This is an optimization exercise on Yosys and OpenROAD, whose aim is small area and a short achievable clock period, not a production implementation.
Function was not checked in any run shown here: the RTL went through the layout flow alone.

## design/flow/config.mk

```make
export PLATFORM = sky130hd
export DESIGN_NAME = Subsystem
export DESIGN_NICKNAME = Subsystem
export VERILOG_FILES = /design/flow/design.v
export SDC_FILE = /design/flow/constraint.sdc
export NUM_CORES = 4
export LEC_CHECK = 0
export ABC_AREA = 1
export CAP_MARGIN = 50
export CORE_MARGIN = 2
export CORE_UTILIZATION = 40
export SETUP_SLACK_MARGIN = 5
export SLEW_MARGIN = 70
```

## design/flow/constraint.sdc

```tcl
create_clock -name core_clock -period 15.0 [get_ports {clk}]
set_input_delay 3.0000 -clock core_clock [delete_from_list [all_inputs] [get_ports {clk}]]
set_output_delay 3.0000 -clock core_clock [all_outputs]
set_load 0.01 [all_outputs]
```

## design/flow/design.v

```verilog
module step_rom(idx, step);
  input [6:0] idx;
  wire [6:0] idx;
  output [14:0] step;
  wire [14:0] step;
  wire n0;
  wire n1;
  wire n10;
  wire n100;
  wire n101;
  wire n102;
  wire n103;
  wire n104;
  wire n105;
  wire n106;
  wire n107;
  wire n108;
  wire n109;
  wire n11;
  wire n110;
  wire n111;
  wire n112;
  wire n113;
  wire n114;
  wire n115;
  wire n116;
  wire n117;
  wire n118;
  wire n119;
  wire n12;
  wire n120;
  wire n121;
  wire n122;
  wire n123;
  wire n124;
  wire n125;
  wire n126;
  wire n127;
  wire n128;
  wire n129;
  wire n13;
  wire n130;
  wire n131;
  wire n132;
  wire n133;
  wire n134;
  wire n135;
  wire n136;
  wire n137;
  wire n138;
  wire n139;
  wire n14;
  wire n140;
  wire n141;
  wire n142;
  wire n143;
  wire n144;
  wire n145;
  wire n146;
  wire n147;
  wire n148;
  wire n149;
  wire n15;
  wire n150;
  wire n151;
  wire n152;
  wire n153;
  wire n154;
  wire n155;
  wire n156;
  wire n157;
  wire n158;
  wire n159;
  wire n16;
  wire n160;
  wire n161;
  wire n162;
  wire n163;
  wire n164;
  wire n165;
  wire n166;
  wire n167;
  wire n168;
  wire n169;
  wire n17;
  wire n170;
  wire n171;
  wire n172;
  wire n173;
  wire n174;
  wire n175;
  wire n176;
  wire n177;
  wire n178;
  wire n179;
  wire n18;
  wire n180;
  wire n181;
  wire n182;
  wire n183;
  wire n184;
  wire n185;
  wire n186;
  wire n187;
  wire n188;
  wire n189;
  wire n19;
  wire n190;
  wire n191;
  wire n192;
  wire n193;
  wire n194;
  wire n195;
  wire n196;
  wire n197;
  wire n198;
  wire n199;
  wire n2;
  wire n20;
  wire n200;
  wire n201;
  wire n202;
  wire n203;
  wire n204;
  wire n205;
  wire n206;
  wire n207;
  wire n208;
  wire n209;
  wire n21;
  wire n210;
  wire n211;
  wire n212;
  wire n213;
  wire n214;
  wire n215;
  wire n216;
  wire n217;
  wire n22;
  wire n23;
  wire n24;
  wire n25;
  wire n26;
  wire n27;
  wire n28;
  wire n29;
  wire n3;
  wire n30;
  wire n31;
  wire n32;
  wire n33;
  wire n34;
  wire n35;
  wire n36;
  wire n37;
  wire n38;
  wire n39;
  wire n4;
  wire n40;
  wire n41;
  wire n42;
  wire n43;
  wire n44;
  wire n45;
  wire n46;
  wire n47;
  wire n48;
  wire n49;
  wire n5;
  wire n50;
  wire n51;
  wire n52;
  wire n53;
  wire n54;
  wire n55;
  wire n56;
  wire n57;
  wire n58;
  wire n59;
  wire n6;
  wire n60;
  wire n61;
  wire n62;
  wire n63;
  wire n64;
  wire n65;
  wire n66;
  wire n67;
  wire n68;
  wire n69;
  wire n7;
  wire n70;
  wire n71;
  wire n72;
  wire n73;
  wire n74;
  wire n75;
  wire n76;
  wire n77;
  wire n78;
  wire n79;
  wire n8;
  wire n80;
  wire n81;
  wire n82;
  wire n83;
  wire n84;
  wire n85;
  wire n86;
  wire n87;
  wire n88;
  wire n89;
  wire n9;
  wire n90;
  wire n91;
  wire n92;
  wire n93;
  wire n94;
  wire n95;
  wire n96;
  wire n97;
  wire n98;
  wire n99;
  assign n195 = ~idx[6];
  assign n194 = ~(idx[2] | idx[0]);
  assign n193 = n194 & ~(idx[1]);
  assign n192 = n193 | idx[3];
  assign n191 = ~(idx[1] | idx[0]);
  assign n190 = idx[2] & ~(n191);
  assign n189 = ~((n190 | n192) & idx[4]);
  assign n188 = ~(idx[2] | idx[1]);
  assign n187 = ~n188;
  assign n186 = idx[3] & ~(idx[4]);
  assign n185 = ~((n186 & n187) | idx[5]);
  assign step[13] = ~((n185 & n189) | n195);
  assign n184 = ~idx[5];
  assign n183 = ~idx[4];
  assign n182 = ~idx[3];
  assign n181 = ~idx[2];
  assign n180 = idx[1] & idx[0];
  assign n179 = n181 & ~(n180);
  assign n178 = idx[2] & ~(idx[1]);
  assign n177 = idx[1] & ~(idx[2]);
  assign n176 = ~(n177 | n178);
  assign n175 = ~n176;
  assign n174 = n182 ? n179 : n175;
  assign n173 = ~n191;
  assign n172 = n180 & ~(n181);
  assign n171 = n172 | idx[3];
  assign n170 = n173 & ~(n171);
  assign n169 = n183 ? n174 : n170;
  assign step[12] = ~((n169 & n184) | n195);
  assign n168 = idx[3] & ~(n179);
  assign n167 = ~(idx[5] & idx[4]);
  assign n166 = n168 & ~(n167);
  assign n165 = ~(n172 | n179);
  assign n164 = idx[3] ? idx[1] : n165;
  assign n163 = idx[2] & idx[0];
  assign n162 = ~n163;
  assign n161 = idx[0] & ~(idx[1]);
  assign n160 = ~(n161 | n178);
  assign n159 = ~((n160 & n162) | idx[3]);
  assign n158 = n183 ? n164 : n159;
  assign n157 = ~(n158 & n184);
  assign step[11] = n195 ? n166 : n157;
  assign n156 = n182 & ~(n180);
  assign n155 = n178 & ~(idx[0]);
  assign n154 = n155 | ~(n156);
  assign n153 = ~(idx[3] & idx[0]);
  assign n152 = ~((n153 & n154) | idx[4]);
  assign n151 = ~((n154 & idx[4]) | n152);
  assign n150 = ~((idx[3] | idx[2]) & idx[4]);
  assign n149 = n150 | n184;
  assign n148 = n149 | n168;
  assign step[10] = ~((n148 & n195) | (n151 & n184));
  assign n147 = ~idx[1];
  assign n146 = idx[2] ? n147 : n180;
  assign n145 = n182 ? idx[2] : n146;
  assign n144 = ~(n190 & idx[3]);
  assign n143 = idx[4] ? n145 : n144;
  assign n142 = idx[5] & ~(n143);
  assign n141 = idx[2] & idx[1];
  assign n140 = ~(n180 | n191);
  assign n139 = ~((n140 | n141) & n182);
  assign n138 = idx[2] & ~(idx[0]);
  assign n137 = ~(n140 & n181);
  assign n136 = n137 & ~(n138);
  assign n135 = ~n136;
  assign n134 = n181 ? n147 : n180;
  assign n133 = n182 ? n135 : n134;
  assign n132 = idx[4] ? n139 : n133;
  assign n131 = n132 | idx[5];
  assign step[9] = n195 ? n142 : n131;
  assign n130 = ~(n178 | n193);
  assign n129 = ~n130;
  assign n128 = idx[1] & ~(idx[0]);
  assign n127 = n128 | idx[2];
  assign n126 = n138 | ~(n127);
  assign n125 = n182 ? n129 : n126;
  assign n124 = ~n141;
  assign n123 = idx[3] ? n190 : n124;
  assign n122 = idx[4] ? n125 : n123;
  assign n121 = idx[5] & ~(n122);
  assign n120 = n126 | idx[3];
  assign n119 = n161 | n181;
  assign n118 = n177 | idx[3];
  assign n117 = n118 | ~(n119);
  assign n116 = n181 & ~(n161);
  assign n115 = idx[3] & ~(n128);
  assign n114 = n115 & ~(n116);
  assign n113 = n117 & ~(n114);
  assign n112 = idx[4] ? n120 : n113;
  assign n111 = n112 | idx[5];
  assign step[8] = n195 ? n121 : n111;
  assign n110 = idx[4] & ~(idx[5]);
  assign n109 = ~n110;
  assign n108 = ~(n141 & idx[3]);
  assign n107 = idx[3] ? n116 : n135;
  assign n106 = n181 ? n147 : n140;
  assign n105 = n182 ? n141 : n106;
  assign n104 = idx[4] ? n107 : n105;
  assign n103 = ~((n104 | n184) & (n108 | n109));
  assign n102 = n181 ? n147 : n128;
  assign n101 = n182 & ~(n102);
  assign n100 = idx[1] & ~(n194);
  assign n99 = n100 | n182;
  assign n98 = ~idx[0];
  assign n97 = n181 ? n98 : n161;
  assign n96 = ~(n97 & n182);
  assign n95 = n96 & n99;
  assign n94 = idx[4] ? n101 : n95;
  assign n93 = ~(n94 & n184);
  assign step[7] = n195 ? n103 : n93;
  assign n92 = n115 ? idx[2] : n116;
  assign n91 = n182 ? n146 : n126;
  assign n90 = idx[4] ? n92 : n91;
  assign n89 = idx[3] ? n124 : n172;
  assign n88 = n89 & ~(n183);
  assign n87 = idx[5] ? n90 : n88;
  assign n86 = ~(n127 & n162);
  assign n85 = n191 | idx[2];
  assign n84 = n182 ? n86 : n85;
  assign n83 = idx[4] ? n117 : n84;
  assign n82 = n83 | idx[5];
  assign step[6] = n195 ? n87 : n82;
  assign n81 = ~((n128 & n182) | n183);
  assign n80 = ~((n137 | n182) & n96);
  assign n79 = ~((n80 & n183) | n81);
  assign n78 = ~(n79 & n184);
  assign n77 = ~(n146 & idx[3]);
  assign n76 = n77 & n171;
  assign n75 = n177 & ~(idx[0]);
  assign n74 = ~(n75 | n155);
  assign n73 = idx[0] & ~(idx[2]);
  assign n72 = n73 & ~(idx[1]);
  assign n71 = ~(n138 | n72);
  assign n70 = n182 ? n74 : n71;
  assign n69 = ~n140;
  assign n68 = idx[2] ? n128 : n69;
  assign n67 = idx[3] ? n160 : n68;
  assign n66 = idx[4] ? n70 : n67;
  assign n65 = ~((n66 | n184) & (n76 | n109));
  assign step[5] = idx[6] ? n78 : n65;
  assign n64 = n140 & ~(n181);
  assign n63 = ~(n64 | n116);
  assign n62 = ~(n172 | n194);
  assign n61 = idx[3] ? n63 : n62;
  assign n60 = ~n128;
  assign n59 = ~((n162 & n60) | idx[3]);
  assign n58 = n183 ? n61 : n59;
  assign n57 = ~(n58 & n184);
  assign n56 = n147 ? idx[0] : n194;
  assign n55 = ~(n56 & idx[3]);
  assign n54 = ~(n156 & idx[2]);
  assign n53 = n183 ? n182 : n54;
  assign n52 = ~(n53 & n55);
  assign n51 = ~n146;
  assign n50 = n116 | n190;
  assign n49 = idx[3] ? n51 : n50;
  assign n48 = n182 ? n188 : n160;
  assign n47 = n183 ? n49 : n48;
  assign n46 = n184 ? n52 : n47;
  assign step[4] = idx[6] ? n57 : n46;
  assign n45 = n147 ? n73 : n138;
  assign n44 = n182 ? n56 : n45;
  assign n43 = ~n74;
  assign n42 = n161 | n194;
  assign n41 = idx[3] ? n43 : n42;
  assign n40 = idx[4] ? n44 : n41;
  assign n39 = ~(n144 & n192);
  assign n38 = n181 ? idx[1] : n128;
  assign n37 = n181 ? idx[0] : n140;
  assign n36 = ~n37;
  assign n35 = n182 ? n38 : n36;
  assign n34 = n183 ? n39 : n35;
  assign n33 = idx[5] ? n40 : n34;
  assign n32 = n182 ? n119 : n85;
  assign n31 = n176 ^ idx[0];
  assign n30 = n31 | idx[3];
  assign n29 = n183 ? n32 : n30;
  assign n28 = n29 | idx[5];
  assign step[3] = n195 ? n33 : n28;
  assign n27 = idx[3] ? n162 : n36;
  assign n26 = ~(n190 | n193);
  assign n25 = n182 ? n26 : n42;
  assign n24 = idx[4] ? n27 : n25;
  assign n23 = idx[3] ? n60 : n100;
  assign n22 = ~n180;
  assign n21 = ~((n138 | n182) & n22);
  assign n20 = idx[4] ? n23 : n21;
  assign n19 = n20 | n184;
  assign n18 = ~((n24 | idx[5]) & n19);
  assign n17 = ~n75;
  assign n16 = n182 ? n17 : n119;
  assign n15 = n118 | n64;
  assign n14 = n183 ? n16 : n15;
  assign n13 = n14 | idx[5];
  assign step[2] = n195 ? n18 : n13;
  assign n12 = idx[2] ? n191 : n22;
  assign n11 = ~(n141 | n191);
  assign n10 = ~n11;
  assign n9 = n182 ? n12 : n10;
  assign n8 = idx[3] ? n72 : n75;
  assign n7 = n119 & ~(n8);
  assign n6 = idx[4] ? n9 : n7;
  assign n5 = n6 | n184;
  assign n4 = ~(idx[3] | idx[0]);
  assign n3 = n4 | idx[2];
  assign n2 = n181 ? n128 : n69;
  assign n1 = n182 ? n69 : n2;
  assign n0 = ~((n1 & n183) | (n3 & n81));
  assign n217 = ~((n0 | idx[5]) & n5);
  assign n216 = n141 | ~(n4);
  assign n215 = n181 ? n98 : n22;
  assign n214 = idx[3] ? n127 : n215;
  assign n213 = idx[4] ? n216 : n214;
  assign n212 = n213 | idx[5];
  assign step[1] = n195 ? n217 : n212;
  assign n211 = n181 ? n98 : n191;
  assign n210 = n182 ? n173 : n211;
  assign n209 = ~((n130 & n182) | n183);
  assign n208 = n184 & ~(n209);
  assign n207 = ~((n210 | idx[4]) & n208);
  assign n206 = ~((n127 & idx[3]) | n43);
  assign n205 = n181 ? n161 : n140;
  assign n196 = n182 ? n180 : n205;
  assign n197 = n183 ? n206 : n196;
  assign n198 = idx[3] ? n69 : n11;
  assign n199 = n181 ? n173 : n60;
  assign n200 = n182 ? n98 : n199;
  assign n201 = idx[4] ? n198 : n200;
  assign n202 = idx[5] ? n197 : n201;
  assign step[0] = idx[6] ? n207 : n202;
  assign n203 = n191 | n183;
  assign n204 = n150 & ~(idx[5]);
  assign step[14] = ~((n204 & n203) | n195);
endmodule
module index_updator (
    input  logic [6:0] idx,
    input  logic [2:0] code,
    output logic [6:0] idx_next
);
    logic [7:0] sum;
    always_comb begin
        sum = {1'b0, idx} + {4'd0, code[1:0], 1'b0} + 8'd2;
        if (code[2]) begin
            idx_next = (sum > 8'd88) ? 7'd88 : sum[6:0];
        end else begin
            idx_next = (idx == 7'd0) ? 7'd0 : idx - 7'd1;
        end
    end
endmodule
module pfa #(parameter W = 16) (
    input  logic [W-1:0] a,
    input  logic [W-1:0] b,
    input  logic         ci,
    output logic [W-1:0] s,
    output logic         co
);
    localparam L = ((W + 1) <= 2 ? 1 : (W + 1) <= 4 ? 2 : (W + 1) <= 8 ? 3 : (W + 1) <= 16 ? 4 : (W + 1) <= 32 ? 5 : 6);
    logic [W:0] g [0:L];
    logic [W:0] p [0:L];
    assign g[0][0] = ci;
    assign p[0][0] = 1'b0;
    genvar i, l;
    generate
        for (i = 0; i < W; i = i + 1) begin : gi
            assign g[0][i+1] = a[i] & b[i];
            assign p[0][i+1] = a[i] ^ b[i];
        end
        for (l = 0; l < L; l = l + 1) begin : gl
            for (i = 0; i <= W; i = i + 1) begin : gb
                if (((i >> l) & 1) == 1) begin : cmb
                    localparam integer J = ((i >> l) << l) - 1;
                    assign g[l+1][i] = g[l][i] | (p[l][i] & g[l][J]);
                    assign p[l+1][i] = p[l][i] & p[l][J];
                end else begin : pas
                    assign g[l+1][i] = g[l][i];
                    assign p[l+1][i] = p[l][i];
                end
            end
        end
        for (i = 0; i < W; i = i + 1) begin : gs
            assign s[i] = p[0][i+1] ^ g[L][i];
        end
    endgenerate
    assign co = g[L][W];
endmodule
module pfa2 #(parameter W = 16) (
    input  logic [W-1:0] a,
    input  logic [W-1:0] b,
    output logic [W-1:0] s0,
    output logic [W-1:0] s1
);
    localparam L = (W <= 2 ? 1 : W <= 4 ? 2 : W <= 8 ? 3 : W <= 16 ? 4 : W <= 32 ? 5 : 6);
    logic [W-1:0] g [0:L];
    logic [W-1:0] p [0:L];
    genvar i, l;
    generate
        for (i = 0; i < W; i = i + 1) begin : gi
            assign g[0][i] = a[i] & b[i];
            assign p[0][i] = a[i] ^ b[i];
        end
        for (l = 0; l < L; l = l + 1) begin : gl
            for (i = 0; i < W; i = i + 1) begin : gb
                if (((i >> l) & 1) == 1) begin : cmb
                    localparam integer J = ((i >> l) << l) - 1;
                    assign g[l+1][i] = g[l][i] | (p[l][i] & g[l][J]);
                    assign p[l+1][i] = p[l][i] & p[l][J];
                end else begin : pas
                    assign g[l+1][i] = g[l][i];
                    assign p[l+1][i] = p[l][i];
                end
            end
        end
        assign s0[0] = p[0][0];
        assign s1[0] = ~p[0][0];
        for (i = 1; i < W; i = i + 1) begin : gs
            assign s0[i] = p[0][i] ^ g[L][i-1];
            assign s1[i] = p[0][i] ^ (g[L][i-1] | p[L][i-1]);
        end
    endgenerate
endmodule
module pco #(parameter W = 16) (
    input  logic [W-1:0] a,
    input  logic [W-1:0] b,
    output logic         co
);
    localparam L = (W <= 2 ? 1 : W <= 4 ? 2 : W <= 8 ? 3 : W <= 16 ? 4 : W <= 32 ? 5 : 6);
    logic [W-1:0] g [0:L];
    logic [W-1:0] t [0:L];
    genvar i, l;
    generate
        for (i = 0; i < W; i = i + 1) begin : gi
            assign g[0][i] = a[i] & b[i];
            assign t[0][i] = a[i] | b[i];
        end
        for (l = 0; l < L; l = l + 1) begin : gl
            for (i = 0; i < W; i = i + 1) begin : gb
                if (((i >> l) & 1) == 1) begin : cmb
                    localparam integer J = ((i >> l) << l) - 1;
                    assign g[l+1][i] = g[l][i] | (t[l][i] & g[l][J]);
                    assign t[l+1][i] = t[l][i] & t[l][J];
                end else begin : pas
                    assign g[l+1][i] = g[l][i];
                    assign t[l+1][i] = t[l][i];
                end
            end
        end
    endgenerate
    assign co = g[L][W-1];
endmodule
module csa #(parameter W = 16) (
    input  logic [W-1:0] a,
    input  logic [W-1:0] b,
    input  logic [W-1:0] c,
    output logic [W-1:0] s,
    output logic [W-1:0] cy
);
    assign s  = a ^ b ^ c;
    assign cy = (a & b) | (a & c) | (b & c);
endmodule
module Subsystem
          (clk,
           reset_x,
           clk_enable,
           in1,
           ce_out,
           Out1,
           Out2);
  input   clk;
  input   reset_x;
  input   clk_enable;
  input   signed [15:0] in1;
  output  ce_out;
  output  signed [15:0] Out1;
  output  signed [3:0] Out2;
  logic [15:0] enc_x;       
  logic        enc_v;       
  logic [3:0]  enc_code;    
  logic        enc_vo;      
  logic [6:0]  enc_idx;     
  logic [15:0] enc_pre;     
  logic        pflag;       
  logic [15:0] pre;         
  assign pflag = enc_pre[15] & ~|enc_pre[14:0];
  assign pre   = {enc_pre[15:1], enc_pre[0] | pflag};
  logic [14:0] es;
  step_rom enc_rom (.idx(enc_idx), .step(es));
  logic [15:0] s0, sh1, sh2, sh3;    
  assign s0  = {1'b0, es};
  assign sh1 = {2'b0, es[14:1]};
  assign sh2 = {3'b0, es[14:2]};
  assign sh3 = {4'b0, es[14:3]};
  logic [16:0] ex, ex1;
  pfa2 #(17) u_e (.a({enc_x[15], enc_x}), .b(~{enc_pre[15], enc_pre}), .s0(ex1), .s1(ex));
  logic sgn;
  assign sgn = pflag ? ex1[16] : ex[16];
  logic [15:0] nm;
  assign nm = pflag ? (ex1[16] ? 16'hfffe : ~ex1[15:0]) : (ex[16] ? ex1[15:0] : ~ex[15:0]);
  logic c1, c2, c3, c4, c5, c6, c7;
  logic k1, k2, k4;
  pco #(16) u_c1 (.a(nm), .b(sh2), .co(k1));
  pco #(16) u_c2 (.a(nm), .b(sh1), .co(k2));
  pco #(16) u_c4 (.a(nm), .b(s0),  .co(k4));
  assign c1 = ~k1;
  assign c2 = ~k2;
  assign c4 = ~k4;
  logic [15:0] ts12;
  logic        ts12_co;
  pfa #(16) u_t3 (.a(sh1), .b(sh2), .ci(1'b0), .s(ts12), .co(ts12_co));
  logic [15:0] sa, ca, sb, cb, sd, cd;
  logic        ka, kb, kc, kd;
  csa #(16) u_ra (.a(nm), .b(s0),  .c(sh2), .s(sa), .cy(ca));           
  pco #(16) u_c5 (.a(sa), .b({ca[14:0], 1'b0}), .co(ka));
  assign c5 = ~(ka | ca[15]);
  csa #(16) u_rb (.a(nm), .b(s0), .c(ts12), .s(sb), .cy(cb));            
  pco #(16) u_c7 (.a(sb), .b({cb[14:0], 1'b0}), .co(kb));
  assign c7 = ~(kb | cb[15]);
  pco #(16) u_c3 (.a(nm), .b(ts12), .co(kc));                            
  assign c3 = ~kc;
  csa #(16) u_rd (.a(nm), .b(s0),  .c(sh1), .s(sd), .cy(cd));           
  pco #(16) u_c6 (.a(sd), .b({cd[14:0], 1'b0}), .co(kd));
  assign c6 = ~(kd | cd[15]);
  logic b2, b1, b0;
  assign b2 = c4;
  assign b1 = b2 ? c6 : c2;
  assign b0 = b2 ? (b1 ? c7 : c5) : (b1 ? c3 : c1);
  logic [15:0] msk;
  assign msk = {16{sgn}};
  logic [15:0] v, q1, q2, r1, r2, pn;
  logic        pn_co;
  assign v = b1 ? (b0 ? ts12 : sh1) : (b0 ? sh2 : 16'd0);               
  csa #(16) u_p1 (.a(pre), .b(sh3 ^ msk), .c((s0 & {16{b2}}) ^ msk), .s(q1), .cy(r1));
  csa #(16) u_p2 (.a(q1), .b({r1[14:0], sgn}), .c(v ^ msk), .s(q2), .cy(r2));
  pfa #(16) u_p (.a(q2), .b({r2[14:0], sgn}), .ci(sgn), .s(pn), .co(pn_co));
  logic [6:0] e_idx_n;
  index_updator enc_iu (.idx(enc_idx), .code({b2, b1, b0}), .idx_next(e_idx_n));
  always_ff @(posedge clk) begin
    if (reset_x) begin
      enc_x    <= 16'd0;
      enc_v    <= 1'b0;
      enc_code <= 4'd0;
      enc_vo   <= 1'b0;
      enc_idx  <= 7'd0;
      enc_pre  <= 16'd0;
    end else begin
      enc_x    <= in1;
      enc_v    <= clk_enable;
      enc_code <= {sgn, b2, b1, b0};
      enc_vo   <= enc_v;
      enc_idx  <= e_idx_n;
      enc_pre  <= pn;
    end
  end
  logic [3:0]  dec_code;    
  logic        dec_en;
  logic [6:0]  dec_idx;
  logic [16:0] dec_sum;     
  logic [15:0] dec_out;     
  always_comb begin
    if (dec_sum[16] != dec_sum[15])        dec_out = dec_sum[16] ? 16'h8001 : 16'h7fff;
    else if (dec_sum[15:0] == 16'h8000)    dec_out = 16'h8001;
    else                                   dec_out = dec_sum[15:0];
  end
  logic [14:0] ds;
  step_rom dec_rom (.idx(dec_idx), .step(ds));
  logic [6:0]  d_idx_n;
  index_updator dec_iu (.idx(dec_idx), .code(dec_code[2:0]), .idx_next(d_idx_n));
  logic [15:0] t0, t1, t2, t3;
  assign t0 = {4'd0, ds[14:3]};
  assign t1 = dec_code[2] ? {1'b0, ds} : 16'd0;
  assign t2 = dec_code[1] ? {2'd0, ds[14:1]} : 16'd0;
  assign t3 = dec_code[0] ? {3'd0, ds[14:2]} : 16'd0;
  logic [15:0] cs1, cc1, cs2, cc2, dq;
  logic        dq_co;
  csa #(16) u_d1 (.a(t0), .b(t1), .c(t2), .s(cs1), .cy(cc1));
  csa #(16) u_d2 (.a(cs1), .b({cc1[14:0], 1'b0}), .c(t3), .s(cs2), .cy(cc2));
  pfa #(16) u_dq (.a(cs2), .b({cc2[14:0], 1'b0}), .ci(1'b0), .s(dq), .co(dq_co));
  logic [16:0] sm;
  logic        sm_co;
  pfa #(17) u_o (.a({dec_out[15], dec_out}), .b({dq[15], dq} ^ {17{dec_code[3]}}), .ci(dec_code[3]),
                 .s(sm), .co(sm_co));
  always_ff @(posedge clk) begin
    if (reset_x) begin
      dec_code <= 4'd0;
      dec_en   <= 1'b0;
      dec_idx  <= 7'd0;
      dec_sum  <= 17'd0;
    end else begin
      dec_code <= enc_vo ? enc_code : 4'd0;
      dec_en   <= enc_vo;
      dec_idx  <= d_idx_n;
      dec_sum  <= dec_en ? sm : 17'd0;
    end
  end
  assign Out1   = dec_out;
  assign Out2   = enc_code;
  assign ce_out = clk_enable;
endmodule
```

## design/flow/run.sh

```bash
#!/bin/bash
# synth_recipe.tcl (not shown) runs the flow's synth.tcl, then flattens the netlist and writes it again
# the make line also repeats each setting of config.mk as NAME=value (left out here)
make -C /OpenROAD-flow-scripts/flow DESIGN_CONFIG=/design/flow/config.mk WORK_HOME=/design/flow/orfs CLKGATE_MAP_FILE= SYNTH_SCRIPT=/design/flow/synth_recipe.tcl finish
```

==> flow_metrics.py, run 1 <==
metrics = {
    "finish": {
        "diodes": 0,
        "nFillCells": 3885,
        "final_cells": 2788,
        "layout-drive-gt1-share": 0.08319,
        "syn_to_final_growth_pct": 8.586,
        "num-nets-final": 2582,
    },
    "sta": {
        "hold_viol": 0,
        "timing.fmax_mhz": 111.8,
        "worst_pin_slew_ns": 0.4542,
        "min_period_ns": 8.948,
        "rsz0062_at_grt": "no",
        "final_max_slew_viol_count": 0,
        "setup_violations": 0,
        "slew_headroom": 0.6965,
        "fin_setup_tns_ns": 0,
        "clock_skew_ns": 0.01414,
        "period_share": 0.5965,
    },
    "floorplan": {
        "num_io_pins": 40,
        "die_area_sq_um": 38870,
        "die_w_um": 197.2,
        "start_util": 0.4066,
        "core-area_sq_um": 36700,
        "num_rows": 70,
        "die_height_um": 197.2,
    },
    "synthesis": {
        "synth_edf_count": 0,
        "syn_area_per_cell_sq_um": 6.463,
        "netlist_area_sq_um": 14920,
        "synth_flop_cell": "dfxtp_1",
        "async_flop_share": 0,
        "syn_nets": 2576,
        "seq_area_frac_synth": 0.09927,
        "ys_seq_elements": 74,
        "yosysWarnings": 14,
        "synth.distinct_cells": 64,
        "synth_cells": 2309,
    },
    "clock_tree": {
        "clock_path_buffers": 2,
        "cts_setup_buffers": 0,
        "numCtsBuffers": 9,
        "ctsHoldBuffers": 0,
        "clock_sinks": 74,
        "cts_resized": 0,
        "cts_htree_levels": 3,
        "clk_pin_slew_ns": 0.07,
        "clockRootBuffer": "clkbuf_16",
        "clk_latency_ns": 0.35,
        "cts_tree": "built",
    },
    "worst_setup_path": {
        "worst_r2r_startpoint": "enc_idx[0]$_SDFFE_PP0P_",
        "slowest_stage": "fa_1",
        "start_kind": "flop",
        "slowest_delay_ns": 0.59,
        "cp_common_cell": "nand2_1",
        "crit_start": "enc_idx[0]$_SDFFE_PP0P_",
        "cp.arrival_ns": 9.24,
        "path_max_fanout": 17,
        "end_kind": "flop",
        "crit_type": "reg -> reg",
        "crit_required_ns": 15.29,
    },
    "drt": {
        "dr.pass1.iters": 5,
        "drcViolationCount": 0,
        "vias_per_cell": 5.425,
        "via_count": 15130,
        "wl_mm": 48.36,
        "drtAntennaViolNets": 0,
        "routedWlPerCell_um": 17.35,
        "drt_iter0_markers": 1198,
    },
    "place": {
        "place.port_buffers": 39,
        "hpwl_mm": 38.73,
        "gp_congestion": 0.9836,
        "dp_cells": 2772,
    },
    "min_path": {
        "hp-class": "reg -> reg",
        "min_from": "enc_code[3]$_SDFF_PP0_",
    },
    "global_route": {
        "grt_antenna_before_repair": 0,
        "grt_start_max_net_pins": 41,
        "track_usage": 0.2492,
        "grt_pass1_vias": 14230,
        "gr-total-overflow": 0,
        "grt_pass1_wl_mm": 77.11,
    },
    "run_status": {
        "status": "no timing/DRC/antenna violations",
    },
    "flow_run": {
        "cap_viol_max_count": 0,
    },
}
==> metal layers <==
metal / GRT usage / wire length (um) / up-vias
met4: 0.07324 / 1314 / 0
met5: 0 / 0 / -
met3: 0.02100 / 2598 / 90
met2: 0.4103 / 21890 / 540
met1: 0.3481 / 22550 / 7049
li1: - / - / 7447
==> logic make-up after synthesis <==
| family | Yosys count | share of synthesized area |
|---|---|---|
| AO/OA/AOI/OAI | 386 | 0.1548 |
| XOR/XNOR | 90 | 0.05332 |
| adder cells (fa/ha/maj) | 248 | 0.2623 |
| buffers and inverters | 451 | 0.1183 |
| flip-flops | 74 | 0.09927 |
| AND/OR/NAND/NOR | 1060 | 0.3121 |
==> final timing paths <==
check | end | slack, ns | cells past startpoint
max | enc_pre[15]$_SDFF_PP0_ | 6.05 | 53
min | dec_code[3]$_SDFF_PP0_ | 0.41 | 2
max reg2reg | enc_pre[15]$_SDFF_PP0_ | 6.05 | 53
min reg2reg | dec_code[3]$_SDFF_PP0_ | 0.41 | 2
==> registers in the layout (all words and copies together) (netlist names) <==
signal / cells
dec_sum: 17
enc_idx: 7
dec_idx: 7
enc_vo: 1
enc_v: 1
enc_code: 4
enc_x: 16
dec_code: 4
enc_pre: 16
dec_en: 1
==> synthesized netlist by cell type (7+ instances only) <==
cell,instances,area (sq um)
nor2_4,7,78.83
nand4_1,37,231.5
nand3_2,21,210.2
o21ai_1,17,85.08
o22ai_1,12,75.07
nor2_1,254,953.4
clkbuf_1,33,123.9
a31oi_1,11,68.82
a21oi_1,124,620.6
buf_1,8,30.03
o211ai_1,22,165.2
fa_1,108,2162
buf_2,14,70.07
nand3_1,143,715.7
o21a_1,7,52.55
xor2_1,70,613.1
inv_2,17,63.81
dfxtp_1,74,1481
xnor2_1,19,166.4
o31ai_1,7,52.55
nand2_2,24,150.1
or2_2,11,68.82
o21ai_2,11,96.34
a21o_1,7,52.55
nand2_1,523,1963
inv_1,364,1366
o21ai_0,118,590.6
nor3_1,20,100.1
ha_1,140,1752
==> worst max-delay path, delay by kind of cell (launching register included) <==
| kind | cells | cell delay, ns |
|---|---|---|
| AOI/OAI and AO/OA | 10 | 1.63 |
| DFF | 1 | 0.57 |
| buffers and inverters | 9 | 1.31 |
| adders and majority gates | 6 | 2.55 |
| and+or+nand+nor | 28 | 2.81 |
==> area by class of cell <==
type                    count  area [sq um]  share of cell area
well taps                 468         585.6             0.03614
inverters                 388          1464             0.09034
clock inverters             5         37.54            0.002316
repair buffers             58         525.5             0.03243
multi-input cells        1784         11860              0.7317
flip-flops and latches     74          1493             0.09212
clock buffers              11         242.7             0.01498
==> cell usage in the layout, fill, tap and decap left out, types with 4 or more instances in the layout <==
cell,netlist,routed
xnor2_1,19,16
buf_4,4,13
o21ai_1,17,20
a31oi_1,11,11
o21ai_2,11,12
xor2_1,70,68
a21oi_1,124,122
buf_2,14,5
nand3_1,143,142
inv_1,364,356
ha_1,140,140
nor2_4,7,10
a21o_1,7,7
dfxtp_2,0,9
nand2_2,24,28
fa_1,108,108
nand3b_1,5,5
dfxtp_1,74,65
o311ai_0,6,4
clkdlybuf4s50_1,0,38
o21ai_0,118,113
nor2_2,2,5
inv_2,17,25
nor2_1,254,248
nand2_1,523,518
o221ai_1,6,6
o31ai_1,7,7
nand3_2,21,21
o22ai_1,12,12
or2_2,11,11
nand2_4,6,7
clkbuf_16,0,9
o211ai_1,22,22
a211oi_1,5,5
nand4_1,37,37
o21a_1,7,6
nor3_1,20,20
==> through the flow <==
stage / util / hold WS [ns] / setup slack, ns / instance area, sq um
floorplan: - / 0.3883 / 7.202 / 14920
global placement: 0.4277 / 0.4156 / 5.709 / 15700
detailed placement: 0.4325 / 0.4074 / 6.079 / 15870
CTS: 0.4402 / 0.4162 / 6.039 / 16150
global route: 0.4416 / 0.4360 / 5.364 / 16200
finish: 0.4416 / 0.4142 / 6.052 / 16200
==> run 2, diff against run 1 <==
--- a/design/flow/design.v
+++ b/design/flow/design.v
@@ -626,19 +626,17 @@
   assign c1 = ~k1;
   assign c2 = ~k2;
   assign c4 = ~k4;
-  logic [15:0] ts12;
-  logic        ts12_co;
-  pfa #(16) u_t3 (.a(sh1), .b(sh2), .ci(1'b0), .s(ts12), .co(ts12_co));
-  logic [15:0] sa, ca, sb, cb, sd, cd;
+  logic [15:0] sa, ca, sb, cb, sc, cc, sd, cd;
   logic        ka, kb, kc, kd;
   csa #(16) u_ra (.a(nm), .b(s0),  .c(sh2), .s(sa), .cy(ca));           
   pco #(16) u_c5 (.a(sa), .b({ca[14:0], 1'b0}), .co(ka));
   assign c5 = ~(ka | ca[15]);
-  csa #(16) u_rb (.a(nm), .b(s0), .c(ts12), .s(sb), .cy(cb));            
+  csa #(16) u_rb (.a(sa), .b({ca[14:0], 1'b0}), .c(sh1), .s(sb), .cy(cb));  
   pco #(16) u_c7 (.a(sb), .b({cb[14:0], 1'b0}), .co(kb));
-  assign c7 = ~(kb | cb[15]);
-  pco #(16) u_c3 (.a(nm), .b(ts12), .co(kc));                            
-  assign c3 = ~kc;
+  assign c7 = ~(kb | ca[15] | cb[15]);
+  csa #(16) u_rc (.a(nm), .b(sh1), .c(sh2), .s(sc), .cy(cc));          
+  pco #(16) u_c3 (.a(sc), .b({cc[14:0], 1'b0}), .co(kc));
+  assign c3 = ~(kc | cc[15]);
   csa #(16) u_rd (.a(nm), .b(s0),  .c(sh1), .s(sd), .cy(cd));           
   pco #(16) u_c6 (.a(sd), .b({cd[14:0], 1'b0}), .co(kd));
   assign c6 = ~(kd | cd[15]);
@@ -648,12 +646,12 @@
   assign b0 = b2 ? (b1 ? c7 : c5) : (b1 ? c3 : c1);
   logic [15:0] msk;
   assign msk = {16{sgn}};
-  logic [15:0] v, q1, q2, r1, r2, pn;
+  logic [15:0] q1, q2, q3, r1, r2, r3, pn;
   logic        pn_co;
-  assign v = b1 ? (b0 ? ts12 : sh1) : (b0 ? sh2 : 16'd0);               
   csa #(16) u_p1 (.a(pre), .b(sh3 ^ msk), .c((s0 & {16{b2}}) ^ msk), .s(q1), .cy(r1));
-  csa #(16) u_p2 (.a(q1), .b({r1[14:0], sgn}), .c(v ^ msk), .s(q2), .cy(r2));
-  pfa #(16) u_p (.a(q2), .b({r2[14:0], sgn}), .ci(sgn), .s(pn), .co(pn_co));
+  csa #(16) u_p2 (.a(q1), .b({r1[14:0], sgn}), .c((sh1 & {16{b1}}) ^ msk), .s(q2), .cy(r2));
+  csa #(16) u_p3 (.a(q2), .b({r2[14:0], sgn}), .c((sh2 & {16{b0}}) ^ msk), .s(q3), .cy(r3));
+  pfa #(16) u_p (.a(q3), .b({r3[14:0], sgn}), .ci(sgn), .s(pn), .co(pn_co));
   logic [6:0] e_idx_n;
   index_updator enc_iu (.idx(enc_idx), .code({b2, b1, b0}), .idx_next(e_idx_n));
   always_ff @(posedge clk) begin
@@ -692,15 +690,20 @@
   assign t1 = dec_code[2] ? {1'b0, ds} : 16'd0;
   assign t2 = dec_code[1] ? {2'd0, ds[14:1]} : 16'd0;
   assign t3 = dec_code[0] ? {3'd0, ds[14:2]} : 16'd0;
-  logic [15:0] cs1, cc1, cs2, cc2, dq;
-  logic        dq_co;
+  logic [15:0] cs1, cc1, cs2, cc2;
   csa #(16) u_d1 (.a(t0), .b(t1), .c(t2), .s(cs1), .cy(cc1));
   csa #(16) u_d2 (.a(cs1), .b({cc1[14:0], 1'b0}), .c(t3), .s(cs2), .cy(cc2));
-  pfa #(16) u_dq (.a(cs2), .b({cc2[14:0], 1'b0}), .ci(1'b0), .s(dq), .co(dq_co));
-  logic [16:0] sm;
+  logic        k15, dq15;
+  pco #(15) u_k15 (.a(cs2[14:0]), .b({cc2[13:0], 1'b0}), .co(k15));
+  assign dq15 = cs2[15] ^ cc2[14] ^ k15;
+  logic [16:0] dm, ds1, dc1, sm;
   logic        sm_co;
-  pfa #(17) u_o (.a({dec_out[15], dec_out}), .b({dq[15], dq} ^ {17{dec_code[3]}}), .ci(dec_code[3]),
-                 .s(sm), .co(sm_co));
+  assign dm = {17{dec_code[3]}};
+  csa #(17) u_o1 (.a({dec_out[15], dec_out}), .b({1'b0, cs2} ^ dm), .c({1'b0, cc2[14:0], 1'b0} ^ dm),
+                  .s(ds1), .cy(dc1));
+  logic [16:0] smr;
+  pfa #(17) u_o (.a(ds1), .b({dc1[15:0], dec_code[3]}), .ci(dec_code[3]), .s(smr), .co(sm_co));
+  assign sm = {smr[16] ^ dq15, smr[15:0]};
   always_ff @(posedge clk) begin
     if (reset_x) begin
       dec_code <= 4'd0;
==> run 2 against run 1 <==
Still clean on timing, DRC and antenna. Non-clock buffer count shrank 4. Synthesized area grew 3.1%. Sequential cell count unchanged. Worst setup slack improved by 0.95 ns. Critical path depth decreased by 11. Synthesized cell count shrank 0.56%. Via count shrank 1.9%. Register-to-register slack better by 0.95 ns. Count of clock-buffer cells in the layout shrank 2.
==> flow_metrics.py, run 2 <==
metrics = {
    "run_status": {
        "status": "no timing/DRC/antenna violations",
    },
    "synthesis": {
        "syn_nets": 2619,
        "synth_flop_cell": "dfxtp_1",
        "seq_area_frac_synth": 0.09628,
        "netlist_area_sq_um": 15390,
        "async_flop_share": 0,
        "synth.distinct_cells": 65,
        "synth_cells": 2296,
        "synthTopCellsByCount": "nand2_1, inv_1, nor2_1",
        "synth_area_leaders": "fa_1, ha_1, nand2_1",
        "ys_seq_elements": 74,
        "synth_most_common_cell": "nand2_1",
        "yosys.area.top_type": "fa_1",
        "syn_area_per_cell_sq_um": 6.701,
        "synth_edf_count": 0,
        "yosysWarnings": 17,
        "synth.top_cell.area_share": 0.1809,
    },
    "worst_setup_path": {
        "crit_type": "reg -> reg",
        "end_kind": "flop",
        "slowest_delay_ns": 0.56,
        "cp.arrival_ns": 8.23,
        "start_kind": "flop",
        "critPathTopFamily": "adder cells",
        "path_max_fanout": 17,
        "slowest_stage": "fa_1",
        "cp.buffers_inverters": 9,
        "crit_required_ns": 15.23,
        "cp_common_cell": "nand2_1",
    },
    "drt": {
        "drt_iter0_markers": 1022,
        "vias_per_cell": 5.271,
        "drtAntennaViolNets": 0,
        "via_count": 14840,
        "dr.pass1.iters": 6,
        "routedWlPerCell_um": 15.99,
        "wl_mm": 45.01,
        "drcViolationCount": 0,
    },
    "sta": {
        "slew_headroom": 0.7162,
        "min_period_ns": 8.001,
        "rsz0062_at_grt": "no",
        "period_share": 0.5334,
        "timing.fmax_mhz": 125.0,
        "final_max_slew_viol_count": 0,
        "setup_violations": 0,
        "fin_ws_ns": 6.999,
        "hold_viol": 0,
        "fin_setup_tns_ns": 0,
        "worst_pin_slew_ns": 0.4224,
        "clock_skew_ns": 0.01027,
    },
    "finish": {
        "reg_top3": "dec_sum (17), enc_pre (16), enc_x (16)",
        "multi_input_area_sq_um": 12010,
        "syn_to_final_growth_pct": 8.278,
        "register_area_sq_um": 1491,
        "diodes": 0,
        "nFillCells": 3905,
        "num-nets-final": 2622,
        "largest_register_ffs": 17,
        "final_cell_mix": "nand2_1, inv_1, nor2_1",
        "regMostFlops": "dec_sum",
        "layout_commonest_cell": "nand2_1",
        "layout-drive-gt1-share": 0.07378,
    },
    "floorplan": {
        "die_area_sq_um": 40050,
        "num_io_pins": 40,
        "die_height_um": 200.1,
        "die_w_um": 200.1,
        "start_util": 0.4075,
        "num_rows": 71,
        "core-area_sq_um": 37760,
    },
    "global_route": {
        "gr-total-overflow": 0,
        "grt_pass1_vias": 14420,
        "grt_start_max_net_pins": 45,
        "grt_pass1_wl_mm": 73.45,
        "track_usage": 0.2237,
        "grt_antenna_before_repair": 0,
    },
    "clock_tree": {
        "cts_resized": 0,
        "clk_latency_ns": 0.35,
        "ctsHoldBuffers": 0,
        "clockRootBuffer": "clkbuf_16",
        "numCtsBuffers": 9,
        "clock_sinks": 74,
        "clock_path_buffers": 2,
        "cts_tree": "built",
        "cts_setup_buffers": 0,
        "cts_htree_levels": 3,
        "clk_pin_slew_ns": 0.07,
    },
    "place": {
        "hpwl_mm": 36.51,
        "gp_congestion": 1.029,
        "place.port_buffers": 39,
        "place_ws_ns": 7.045,
    },
    "flow_run": {
        "cap_viol_max_count": 0,
    },
    "min_path": {
        "hp-class": "reg -> reg",
    },
}
[run 2: logic make-up after synthesis]
| logic type | count (synthesis) | share of synthesized area |
|---|---|---|
| AND/OR/NAND/NOR | 982 | 0.2753 |
| adder cells (fa/ha/maj) | 304 | 0.3150 |
| buffers and inverters | 513 | 0.1319 |
| AO/OA/AOI/OAI | 338 | 0.1331 |
| flip-flops | 74 | 0.09628 |
| XOR/XNOR | 85 | 0.04839 |
[run 2: tightest hold or removal path, delay by kind of cell, from the launching register on]
| kind | cells | cell delay [ns] |
|---|---|---|
| simple gates | 1 | 0.03 |
| flops | 1 | 0.30 |
| buf+inv | 1 | 0.04 |
[run 2: cell type report]
cell class	instances	area share
tap	511	0.03838
clock buffer	9	0.01352
multi-input combinational	1709	0.7210
timing repair buffer	54	0.03072
inverter	451	0.1023
sequential	74	0.08952
clock inverter	7	0.004581
[run 2: final timing paths]
check	startpoint	endpoint	slack, ns	cells after the start
setup / recovery	enc_pre[15]$_SDFF_PP0_	enc_pre[8]$_SDFF_PP0_	7.00	42
hold / removal	enc_v$_SDFF_PP0_	enc_vo$_SDFF_PP0_	0.41	2
setup reg to reg	enc_pre[15]$_SDFF_PP0_	enc_pre[8]$_SDFF_PP0_	7.00	42
hold reg to reg	enc_v$_SDFF_PP0_	enc_vo$_SDFF_PP0_	0.41	2
[run 2: routing by layer]
layer	share of wire	GRT usage	up-vias
met5	0	0	-
met2	0.48	0.3870	563
li1	-	-	7208
met3	0.061	0.02912	125
met1	0.42	0.2811	6943
met4	0.041	0.09062	0
[run 2: stage by stage]
| step | utilization | cells | hold WS (ns) | cell area, sq um |
|---|---|---|---|---|
| floorplan | - | 2296 | 0.3883 | 15390 |
| global placement | 0.4282 | 2796 | 0.3896 | 16170 |
| detailed placement | 0.4327 | 2799 | 0.4030 | 16340 |
| CTS | 0.4407 | 2815 | 0.4110 | 16640 |
| global route | 0.4413 | 2815 | 0.4166 | 16660 |
| finish | 0.4413 | 2815 | 0.4060 | 16660 |
==> run 3, diff against run 2 <==
--- a/design/flow/design.v
+++ b/design/flow/design.v
@@ -470,6 +470,19 @@
         end
     end
 endmodule
+module index_updator_fast (
+    input  logic [6:0] idx,
+    input  logic [2:0] code,
+    output logic [6:0] idx_next
+);
+    logic [6:0] dn, u2, u4, u6, u8;
+    assign dn = (idx == 7'd0)  ? 7'd0  : idx - 7'd1;
+    assign u2 = (idx >= 7'd87) ? 7'd88 : idx + 7'd2;
+    assign u4 = (idx >= 7'd85) ? 7'd88 : idx + 7'd4;
+    assign u6 = (idx >= 7'd83) ? 7'd88 : idx + 7'd6;
+    assign u8 = (idx >= 7'd81) ? 7'd88 : idx + 7'd8;
+    assign idx_next = code[2] ? (code[1] ? (code[0] ? u8 : u6) : (code[0] ? u4 : u2)) : dn;
+endmodule
 module pfa #(parameter W = 16) (
     input  logic [W-1:0] a,
     input  logic [W-1:0] b,
@@ -653,7 +666,7 @@
   csa #(16) u_p3 (.a(q2), .b({r2[14:0], sgn}), .c((sh2 & {16{b0}}) ^ msk), .s(q3), .cy(r3));
   pfa #(16) u_p (.a(q3), .b({r3[14:0], sgn}), .ci(sgn), .s(pn), .co(pn_co));
   logic [6:0] e_idx_n;
-  index_updator enc_iu (.idx(enc_idx), .code({b2, b1, b0}), .idx_next(e_idx_n));
+  index_updator_fast enc_iu (.idx(enc_idx), .code({b2, b1, b0}), .idx_next(e_idx_n));
   always_ff @(posedge clk) begin
     if (reset_x) begin
       enc_x    <= 16'd0;
@@ -681,40 +694,40 @@
     else if (dec_sum[15:0] == 16'h8000)    dec_out = 16'h8001;
     else                                   dec_out = dec_sum[15:0];
   end
-  logic [14:0] ds;
-  step_rom dec_rom (.idx(dec_idx), .step(ds));
   logic [6:0]  d_idx_n;
   index_updator dec_iu (.idx(dec_idx), .code(dec_code[2:0]), .idx_next(d_idx_n));
+  logic [3:0]  cn;
+  assign cn = enc_vo ? enc_code : 4'd0;
+  logic [14:0] ds;
+  step_rom dec_rom (.idx(d_idx_n), .step(ds));
   logic [15:0] t0, t1, t2, t3;
   assign t0 = {4'd0, ds[14:3]};
-  assign t1 = dec_code[2] ? {1'b0, ds} : 16'd0;
-  assign t2 = dec_code[1] ? {2'd0, ds[14:1]} : 16'd0;
-  assign t3 = dec_code[0] ? {3'd0, ds[14:2]} : 16'd0;
-  logic [15:0] cs1, cc1, cs2, cc2;
+  assign t1 = cn[2] ? {1'b0, ds} : 16'd0;
+  assign t2 = cn[1] ? {2'd0, ds[14:1]} : 16'd0;
+  assign t3 = cn[0] ? {3'd0, ds[14:2]} : 16'd0;
+  logic [15:0] cs1, cc1, cs2, cc2, dqn;
+  logic        dq_co;
   csa #(16) u_d1 (.a(t0), .b(t1), .c(t2), .s(cs1), .cy(cc1));
   csa #(16) u_d2 (.a(cs1), .b({cc1[14:0], 1'b0}), .c(t3), .s(cs2), .cy(cc2));
-  logic        k15, dq15;
-  pco #(15) u_k15 (.a(cs2[14:0]), .b({cc2[13:0], 1'b0}), .co(k15));
-  assign dq15 = cs2[15] ^ cc2[14] ^ k15;
-  logic [16:0] dm, ds1, dc1, sm;
+  pfa #(16) u_dq (.a(cs2), .b({cc2[14:0], 1'b0}), .ci(1'b0), .s(dqn), .co(dq_co));
+  logic [15:0] dq;          
+  logic [16:0] sm;
   logic        sm_co;
-  assign dm = {17{dec_code[3]}};
-  csa #(17) u_o1 (.a({dec_out[15], dec_out}), .b({1'b0, cs2} ^ dm), .c({1'b0, cc2[14:0], 1'b0} ^ dm),
-                  .s(ds1), .cy(dc1));
-  logic [16:0] smr;
-  pfa #(17) u_o (.a(ds1), .b({dc1[15:0], dec_code[3]}), .ci(dec_code[3]), .s(smr), .co(sm_co));
-  assign sm = {smr[16] ^ dq15, smr[15:0]};
+  pfa #(17) u_o (.a({dec_out[15], dec_out}), .b({dq[15], dq} ^ {17{dec_code[3]}}), .ci(dec_code[3]),
+                 .s(sm), .co(sm_co));
   always_ff @(posedge clk) begin
     if (reset_x) begin
       dec_code <= 4'd0;
       dec_en   <= 1'b0;
       dec_idx  <= 7'd0;
       dec_sum  <= 17'd0;
+      dq       <= 16'd0;
     end else begin
-      dec_code <= enc_vo ? enc_code : 4'd0;
+      dec_code <= cn;
       dec_en   <= enc_vo;
       dec_idx  <= d_idx_n;
       dec_sum  <= dec_en ? sm : 17'd0;
+      dq       <= dqn;
     end
   end
   assign Out1   = dec_out;
==> run 3 against run 2 <==
Critical endpoint is now enc_pre[13]$_SDFF_PP0_. Count of clock-buffer cells in the layout increased by 1. First-iteration DRC count increased by 27%. Design area increased by 4.5%. Global-route usage increased by 0.96 points. Still clean. Worst hold slack got worse by 0.0011 ns. Highest routed layer unchanged. Synthesized cell count increased by 5.2%. Clock skew decreased by 0.0019 ns.
==> flow_metrics.py, run 3 <==
metrics = {
    "clock_tree": {
        "clk_pin_slew_ns": 0.07,
        "cts_resized": 0,
        "clock_path_buffers": 2,
        "cts_tree": "built",
        "clock_sinks": 90,
        "ctsHoldBuffers": 0,
        "cts_setup_buffers": 0,
        "clk_latency_ns": 0.37,
        "clockRootBuffer": "clkbuf_16",
        "numCtsBuffers": 9,
        "cts_htree_levels": 3,
    },
    "global_route": {
        "use_met1": 0.3020,
        "use_met3": 0.02790,
        "grt_pass1_wl_mm": 78.07,
        "track_usage": 0.2333,
        "grtUsageMet2": 0.4066,
        "grt_start_max_net_pins": 51,
        "grt_antenna_before_repair": 0,
        "grt_pass1_vias": 14980,
        "grt_busiest_layer": "met2",
        "gr-total-overflow": 0,
    },
    "sta": {
        "worst_pin_slew_ns": 0.4672,
        "slew_headroom": 0.6883,
        "clock_skew_ns": 0.008336,
        "timing.hold.ws_ns": 0.4049,
        "rsz0062_at_grt": "no",
        "timing.fmax_mhz": 122.6,
        "setup_violations": 0,
        "final_max_slew_viol_count": 0,
        "fin_setup_tns_ns": 0,
        "hold_viol": 0,
        "period_share": 0.5438,
        "min_period_ns": 8.157,
    },
    "drt": {
        "drt_iter0_markers": 1297,
        "drtAntennaViolNets": 0,
        "vias_per_cell": 5.263,
        "via_count": 15540,
        "routedWlPerCell_um": 16.25,
        "dr.pass1.iters": 8,
        "drcViolationCount": 0,
        "wl_mm": 48.00,
    },
    "place": {
        "place.port_buffers": 39,
        "hpwl_mm": 38.07,
        "gp_congestion": 0.9770,
    },
    "worst_setup_path": {
        "slowest_delay_ns": 0.57,
        "slowest_stage": "fa_1",
        "start_kind": "flop",
        "cp.arrival_ns": 8.41,
        "crit_cells": 43,
        "cp_common_cell": "inv_1",
        "path_max_fanout": 28,
        "end_kind": "flop",
        "cp.buffers_inverters": 8,
        "crit_required_ns": 15.26,
        "reg2reg_depth": 43,
        "critPathTopFamily": "simple AND/OR/NAND/NOR gates",
        "crit_type": "reg -> reg",
    },
    "floorplan": {
        "die_w_um": 204.0,
        "die_height_um": 204.0,
        "start_util": 0.4035,
        "num_io_pins": 40,
        "die_area_sq_um": 41600,
        "core-area_sq_um": 39640,
        "num_rows": 73,
    },
    "synthesis": {
        "seq_area_frac_synth": 0.1126,
        "synth_most_common_cell": "nand2_1",
        "syn_area_per_cell_sq_um": 6.620,
        "yosysWarnings": 14,
        "async_flop_share": 0,
        "synthTopCellsByCount": "nand2_1, inv_1, nor2_1",
        "synth_cells": 2416,
        "yosys.area.top_type": "fa_1",
        "synth_edf_count": 0,
        "synth_flop_cell": "dfxtp_1",
        "syn_nets": 2743,
        "netlist_area_sq_um": 15990,
        "ys_seq_elements": 90,
        "synth.distinct_cells": 57,
        "synth_area_leaders": "fa_1, ha_1, nand2_1",
        "synth.top_cell.area_share": 0.1590,
    },
    "finish": {
        "syn_to_final_growth_pct": 8.871,
        "regMostFlops": "dec_sum",
        "nFillCells": 4181,
        "diodes": 0,
        "largest_register_ffs": 17,
        "layout-drive-gt1-share": 0.06384,
        "layout_commonest_cell": "nand2_1",
        "final_cell_mix": "nand2_1, inv_1, nor2_1",
        "num-nets-final": 2750,
    },
    "min_path": {
        "hp-class": "reg -> reg",
        "hold_depth": 2,
    },
    "run_status": {
        "status": "no timing/DRC/antenna violations",
    },
    "flow_run": {
        "cap_viol_max_count": 0,
    },
}
==> run 3: cell families (layout without fill, tap and decap cells) <==
group,after synthesis,count (layout),synth area share
buffers and inverters,510,522,0.1234
xor gates and xnor gates,86,86,0.04709
muxes,1,1,0.0007040
adders and majority gates,308,308,0.3006
DFF,90,90,0.1126
and+or+nand+nor,1063,1063,0.2838
AOI/OAI and AO/OA,358,358,0.1317
==> run 3: tightest hold or removal path: stages, from the launching register on <==
cell     delay [ns]
dfxtp_1        0.30
inv_1          0.04
nor2_1         0.03
==> run 3: per-layer routing <==
layer / routed length, um / up-vias
met1: 20920 / 7351
met5: 0 / -
met3: 2382 / 83
met2: 23510 / 481
met4: 1190 / 0
li1: - / 7627
==> run 3: final timing paths <==
path | startpoint | endpoint | slack, ns
hold reg to reg | enc_v$_SDFF_PP0_ | enc_vo$_SDFF_PP0_ | 0.40
setup reg to reg | enc_pre[5]$_SDFF_PP0_ | enc_pre[13]$_SDFF_PP0_ | 6.84
hold / removal | enc_v$_SDFF_PP0_ | enc_vo$_SDFF_PP0_ | 0.40
setup / recovery | enc_pre[5]$_SDFF_PP0_ | enc_pre[13]$_SDFF_PP0_ | 6.84
==> run 3: cell type report <==
cell class	instances	area, sq um	area share
multi-input combinational	1816	12420	0.7135
sequential	90	1810	0.1040
inverter	453	1710	0.09822
tap	525	656.9	0.03772
timing repair buffer	53	501.7	0.02881
clock buffer	10	250.2	0.01437
clock inverter	6	58.81	0.003377
==> run 3: stage by stage <==
stage / cell area [sq um] / util / cells / worst slack (ns)
3_5_place_dp: 17040 / 0.4300 / 2937 / 6.881
5_1_grt: 17410 / 0.4393 / 2953 / 6.040
2_1_floorplan: 15990 / - / 2416 / 6.909
6_report: 17410 / 0.4393 / 2953 / 6.843
4_1_cts: 17350 / 0.4378 / 2953 / 6.824
3_3_place_gp: 16870 / 0.4257 / 2937 / 6.168

-- what the ideal ports hide --
The flow's constraints put no driver on any port. The routed layouts listed below were extracted and timed again, unchanged, in two steps. Step 1 assumes that a clkbuf_16 drives the clock port and a buf_2 every other input. Step 2 also shifts input and output timing later by t, the mid clock arrival at the registers, as if the neighbouring blocks saw the same clock. Slacks: no drivers / after step 1 / after step 2; pairs: no drivers / after step 1.
run | shift t [ns] | slack for setup (ns) | worst setup path after step 2
run 1 | 0.391 | 6.052 / 6.052 / 6.052 | register to register
run 2 | 0.386 | 6.999 / 6.999 / 6.999 | register to register
run 3 | 0.415 | 6.843 / 6.843 / 6.843 | register to register
After both steps every run listed still meets setup and hold.
